This is an optimization exercise on Yosys and OpenROAD, whose aim is small area and a short achievable clock period, not a production implementation.
In this exercise RTL edits were held to simulation tests only and were not proved equivalent to the original.

==> design.v <==
`timescale 1ns / 1ps
module islemci(
    input saat,
    input reset,
    input [31:0] buyruk,
    output reg [31:0] program_sayaci,
    output [1023:0] yazmaclar
);
    reg [31:0] yazmaclar_r [31:0];
    genvar i;
    generate 
        for (i = 0; i < 32; i = i + 1) begin
            assign yazmaclar[i*32 +: 32] = yazmaclar_r[i];
        end
    endgenerate
    wire [31:0] buyruk_w;
    assign buyruk_w = {buyruk[7:0], buyruk[15:8], buyruk[23:16], buyruk[31:24]};
    wire [6:0] opcode;
    wire [2:0] funct3;
    wire [6:0] funct7;
    assign opcode = buyruk_w[6:0];
    assign funct3 = buyruk_w[14:12];
    assign funct7 = buyruk_w[31:25];
    wire [4:0] rd_adres;
    wire [4:0] rs1_adres;
    wire [4:0] rs2_adres;
    assign rd_adres = buyruk_w[11:7];
    assign rs1_adres = buyruk_w[19:15];
    assign rs2_adres = buyruk_w[24:20];
    integer j;
    always @(posedge saat) begin
        if(reset) begin   
            program_sayaci <= 32'h00000000;
            for (j=0; j < 32; j = j+1) begin
                yazmaclar_r[j] <= 32'h00000000;
            end
        end
        else begin
            if(opcode == 7'b1110111 && funct3 == 3'b000 && funct7 == 7'b0000000) begin
                yazmaclar_r[rd_adres] <= yazmaclar_r[rs1_adres] * yazmaclar_r[rs1_adres] +
                                         yazmaclar_r[rs2_adres] * yazmaclar_r[rs2_adres];
                program_sayaci <= program_sayaci + 4;
            end
            else if(opcode == 7'b1110111 && funct3 == 3'b001 && funct7 == 7'b1000010) begin
                yazmaclar_r[rd_adres] <= yazmaclar_r[rs1_adres] * yazmaclar_r[rs2_adres] -
                                         yazmaclar_r[rs1_adres];
                program_sayaci <= program_sayaci + 4;
            end
            else if(opcode == 7'b1110111 && funct3 == 3'b100) begin
                yazmaclar_r[rd_adres] <= yazmaclar_r[rs1_adres] ^ {{20{buyruk_w[31]}}, buyruk_w[31:20]};
                program_sayaci <= program_sayaci + 4;
            end
            else if(opcode == 7'b1110111 && funct3 == 3'b101) begin
                yazmaclar_r[rd_adres] <= {{20{1'b0}}, buyruk_w[31:20]};
                program_sayaci <= program_sayaci + 4;
            end
            else if(opcode == 7'b1110111 && funct3 == 3'b010 && buyruk_w[30:20] == 11'b10101010101) begin
                yazmaclar_r[rd_adres] <= bitsay(buyruk_w[31], yazmaclar_r[rs1_adres]);
                program_sayaci <= program_sayaci + 4;
            end
            else if(opcode == 7'b1111111 && funct3 == 3'b111) begin
                case(buyruk_w[31:30])
                    2'b00: begin
                        program_sayaci <= program_sayaci + 4;
                    end
                    2'b01: begin
                        if(yazmaclar_r[rs1_adres] == yazmaclar_r[rs2_adres])
                            program_sayaci <= {{21{buyruk_w[7]}}, buyruk_w[7], buyruk_w[29:25], buyruk_w[11:8], 1'b0};
                        else
                            program_sayaci <= program_sayaci + 4;
                    end
                    2'b10: begin
                        if($signed(yazmaclar_r[rs1_adres]) < $signed(yazmaclar_r[rs2_adres]))
                            program_sayaci <= {{21{buyruk_w[7]}}, buyruk_w[7], buyruk_w[29:25], buyruk_w[11:8], 1'b0};
                        else
                            program_sayaci <= program_sayaci + 4;
                    end
                    2'b11: begin
                        if($signed(yazmaclar_r[rs1_adres]) >= $signed(yazmaclar_r[rs2_adres]))
                            program_sayaci <= {{21{buyruk_w[7]}}, buyruk_w[7], buyruk_w[29:25], buyruk_w[11:8], 1'b0};
                        else
                            program_sayaci <= program_sayaci + 4;
                    end
                endcase
            end
            else if(opcode == 7'b1111111) begin
                yazmaclar_r[rd_adres] <= program_sayaci + 4;
                program_sayaci <= {{10{buyruk_w[31]}}, buyruk_w[31], buyruk_w[19:12], buyruk_w[20], buyruk_w[30:21], 1'b0, 1'b0};
            end
        end
        yazmaclar_r[0] <= 0;
    end
    function [31:0] bitsay;
        input s1;
        input [31:0] deger;
        integer k;
        reg [31:0] bir_sayisi;
        begin
            bir_sayisi = 0;
            for(k = 0; k < 32; k = k+1) begin
                if(deger[k])begin
                    bir_sayisi = bir_sayisi + 1;
                end
            end
            if (s1)
                bitsay = bir_sayisi;
            else
                bitsay = 32 - bir_sayisi;
        end
    endfunction
endmodule
==> run.sh <==
#!/bin/bash
# synth_recipe.tcl (not shown) runs the flow's synth.tcl, then flattens the netlist and writes it again
# the make line also repeats each setting of config.mk as NAME=value (left out here)
make -C /OpenROAD-flow-scripts/flow DESIGN_CONFIG=/design/flow/config.mk WORK_HOME=/design/flow/orfs CLKGATE_MAP_FILE= SYNTH_SCRIPT=/design/flow/synth_recipe.tcl finish
==> config.mk <==
export PLATFORM = sky130hd
export DESIGN_NAME = islemci
export DESIGN_NICKNAME = islemci
export VERILOG_FILES = /design/flow/design.v
export SDC_FILE = /design/flow/constraint.sdc
export NUM_CORES = 4
export LEC_CHECK = 0
export CAP_MARGIN = 20
export CORE_MARGIN = 2
export CORE_UTILIZATION = 40
export SLEW_MARGIN = 20
==> constraint.sdc <==
create_clock -name core_clock -period 25.0 [get_ports {saat}]
set_input_delay 5.0000 -clock core_clock [delete_from_list [all_inputs] [get_ports {saat}]]
set_output_delay 5.0000 -clock core_clock [all_outputs]
set_load 0.01 [all_outputs]
==> impl_results.md <==
- Initial Util: 40.3%
- Final setup margin: 0.975 ns
- Register area share after synthesis: 29.7%
- Final Critical Period: 24.03 ns
- Fmax: roughly 42 MHz
- Synth Area per Inst: 11.0 um^2
- Largest net degree at the start of global routing: 81
- Reg clk slew, reported paths: 0.07 ns
- Final setup violating endpoints: 0
- Die X: 516 um
- Layout cells sized above 1: 13.8%
- Post-CTS Setup Inserts: 0
- Fin Setup TNS: 0 ns
- Drt drc: 0
- Routed Antenna Nets: 0
- Worst-Skew Late Latency: 0.78 ns
- Row Count: 187
- Core area: 260000 um^2
- Worst rel slew slack: 14.5%
- Hold violation count in the final report: 0
- Port bufs: approximately 1100
- Clk_skew: 0.0807 ns
- Cell Area, Synth: 105000 um^2
- Flops & latches, synth: 1055
- Synth Warn #: 1
- DP Worst Slack: 0.280 ns
- Top Ports: between 1000 and 1500
- Number of max-cap violations: 0
- Crit-path max FO: 20
- Final Util: 48.2%
- Die ar.: 266000 um^2
- GR Util All Layers: approximately two fifths
- Max Slew Vio Count: 0
- Placed Area: about 120000 um^2
- Global-route wire length before repair: 719000 um
- Grt ovf: 0
- Average vias per placed instance: around 6.2
- Clock sinks: 1055
- Cell mode on critical path: ha_1
- Most frequent cells in the layout: nor2_1, inv_1, fa_1, clkdlybuf4s50_1, edfxtp_1
- Final HPWL DP: between 300000 and 400000 um
- Post-cts resize count: 0
- Hold crit path type: register to register
- Detailed Route WL: 528000 um
- Drt first-iter violations: between 10000 and 15000
- Crit path largest cell delay: ~0.65 ns
- Outcome: complete, no violations
- WP data arrival: 24.51 ns
- FFs w/ async S/R, synth: 0%
- Die Y: around 520 um
- Worst Setup Path Type: primary input to register
- Primary FF master, synth: edfxtp_1
- Post-synth EDFFs: 992
- Drt first pass iters: 8
- Commonest non-fill, non-tap cell in the layout: nor2_1
- Routability cong.: 1.02
- H-tree Lvls: 3
- RSZ-0062 raised after global routing: no
- Nets: 12200
- Hold_buf cts: 0
- Worst Path Required: 25.49 ns
- Worst slew pin tran: 1.28 ns
- Ratio of final minimum period to clock period: 96.1%
- Initial antenna violation count: 41
- Design Area, Final: 125000 um^2
- Clock root buffer: clkbuf_16
- Mapped Cells: approximately 9500
- TritonCTS clock tree: built
- Layout area overhead: 19.7%
- CP max-delay cell: nor2_2
- Startpoint Class: primary input
- Synth cell types: 121
- CTS max path bufs: 3
- Per-cell routed wire length: approximately 37 um
- Vias in the first global route: 88400
- Via count: 87200
- CTS Buf Count: 104
- Crit path capture type: register
-- metal layers --
metal	track usage, %	up-vias	wire length [um]
li1	-	33400	-
met1	47.7	44800	178000
met2	56.7	7173	221000
met3	15.1	1804	77400
met4	29.6	26	50500
met5	0.0731	-	186
-- sequential cells by signal (all words and copies together) (netlist names) --
name	cells
yazmaclar_r	1024
program_sayaci	31
-- worst max-delay path, delay by kind of cell --
kind,cells,cell delay (ns)
simple gates,32,3.68
mux,10,3.09
fa+ha+maj,28,7.04
buf+inv,10,1.11
xor+xnor,2,0.22
compound gates,27,4.23
-- cells in the mapped netlist, types with 12 or more instances --
library cell | count | area share [%]
nor2_1 | 1569 | 5.6
inv_1 | 1495 | 5.4
fa_1 | 1235 | 24
edfxtp_1 | 992 | 28
nand2_1 | 829 | 3.0
mux4_2 | 578 | 12
ha_1 | 466 | 5.6
clkbuf_1 | 375 | 1.3
xnor2_1 | 264 | 2.2
a21oi_1 | 210 | 1.0
mux2i_1 | 143 | 1.4
o21ai_0 | 119 | 0.57
buf_1 | 115 | 0.41
buf_2 | 98 | 0.47
nand3_1 | 87 | 0.42
nor3_1 | 64 | 0.31
dfxtp_1 | 63 | 1.2
xor2_1 | 58 | 0.49
mux2_2 | 42 | 0.45
a22oi_1 | 39 | 0.28
nand4_1 | 33 | 0.20
a211oi_1 | 32 | 0.23
and3_1 | 29 | 0.17
nor2b_1 | 29 | 0.17
o21bai_1 | 27 | 0.19
o22ai_1 | 26 | 0.16
a21o_1 | 25 | 0.18
and2_1 | 23 | 0.14
a31oi_1 | 21 | 0.13
buf_4 | 21 | 0.15
o211ai_1 | 19 | 0.14
nand2b_1 | 18 | 0.11
buf_6 | 16 | 0.17
a21boi_0 | 15 | 0.11
or2_2 | 15 | 0.090
inv_2 | 14 | 0.050
nor4_1 | 14 | 0.084
or3_1 | 13 | 0.078
xnor3_1 | 13 | 0.28
a2111oi_0 | 12 | 0.10
and4_1 | 12 | 0.10
xnor2_2 | 12 | 0.19
-- worst paths after layout --
path / slack (ns) / to / cells past startpoint / startpoint
min reg2reg: 0.55 / program_sayaci[31]$_SDFFE_PP0N_ / 2 / program_sayaci[31]$_SDFFE_PP0N_
min: 0.55 / program_sayaci[31]$_SDFFE_PP0N_ / 2 / program_sayaci[31]$_SDFFE_PP0N_
max reg2reg: 4.77 / yazmaclar_r[7][24]$_SDFFCE_PN0P_ / 108 / yazmaclar_r[3][1]$_SDFFCE_PN0P_
max: 0.97 / yazmaclar_r[7][24]$_SDFFCE_PN0P_ / 109 / buyruk[23]
-- kinds of logic (layout without fill, tap and decap cells) --
group,count (synthesis),count (layout),share of synthesized area (%)
muxes,772,772,14.4
xor gates and xnor gates,364,364,3.52
DFF,1055,1055,29.7
and+or+nand+nor,2789,2790,10.9
other,1,59,0.00358
AOI/OAI and AO/OA,677,677,4.31
adders and majority gates,1701,1701,29.2
buffers and inverters,2148,3203,8.03
-- cell type report --
cell class              instances  area, um^2
diodes                         26        65.1
repair buffers               1487       14300
clock inverters                59         593
well taps                    3496        4370
fillers                     23500      135000
flip-flops and latches       1055       31000
inverters                    1521        5720
multi-input cells            6337       66400
clock buffers                 136        2850
-- stage by stage --
stage	cells	hold slack, ns
floorplan	9539	0.507
global placement	13900	0.519
detailed placement	13900	0.538
CTS	14100	0.554
global route	14100	0.587
finish	14100	0.552

[port drivers added, routing unchanged]
The results above use ideal ports. As a check the final layout listed here was re-extracted and re-timed, cells and wires unchanged.
Step 1, drivers: a clkbuf_16 drives saat and a buf_2 each remaining input, both assumed.
Step 2 moves the port delays by t, midway between the first and last clock arrival at a register: inputs arrive t later, outputs are due t later. That takes back most of the time a late clock gives input paths.
a / b / c = no drivers / after step 1 / after step 2; a / b = the first two.
shift t [ns]: 0.845
setup slack, ns: 0.975 / 1.026 / 0.181
clock arrival spread, ns: 0.081 / 0.080
worst data-port slew with drivers (ns): 0.32
After both steps this run still meets setup and hold. The setup slack of this run moves by +0.051 ns with the drivers and by -0.794 ns with both steps.
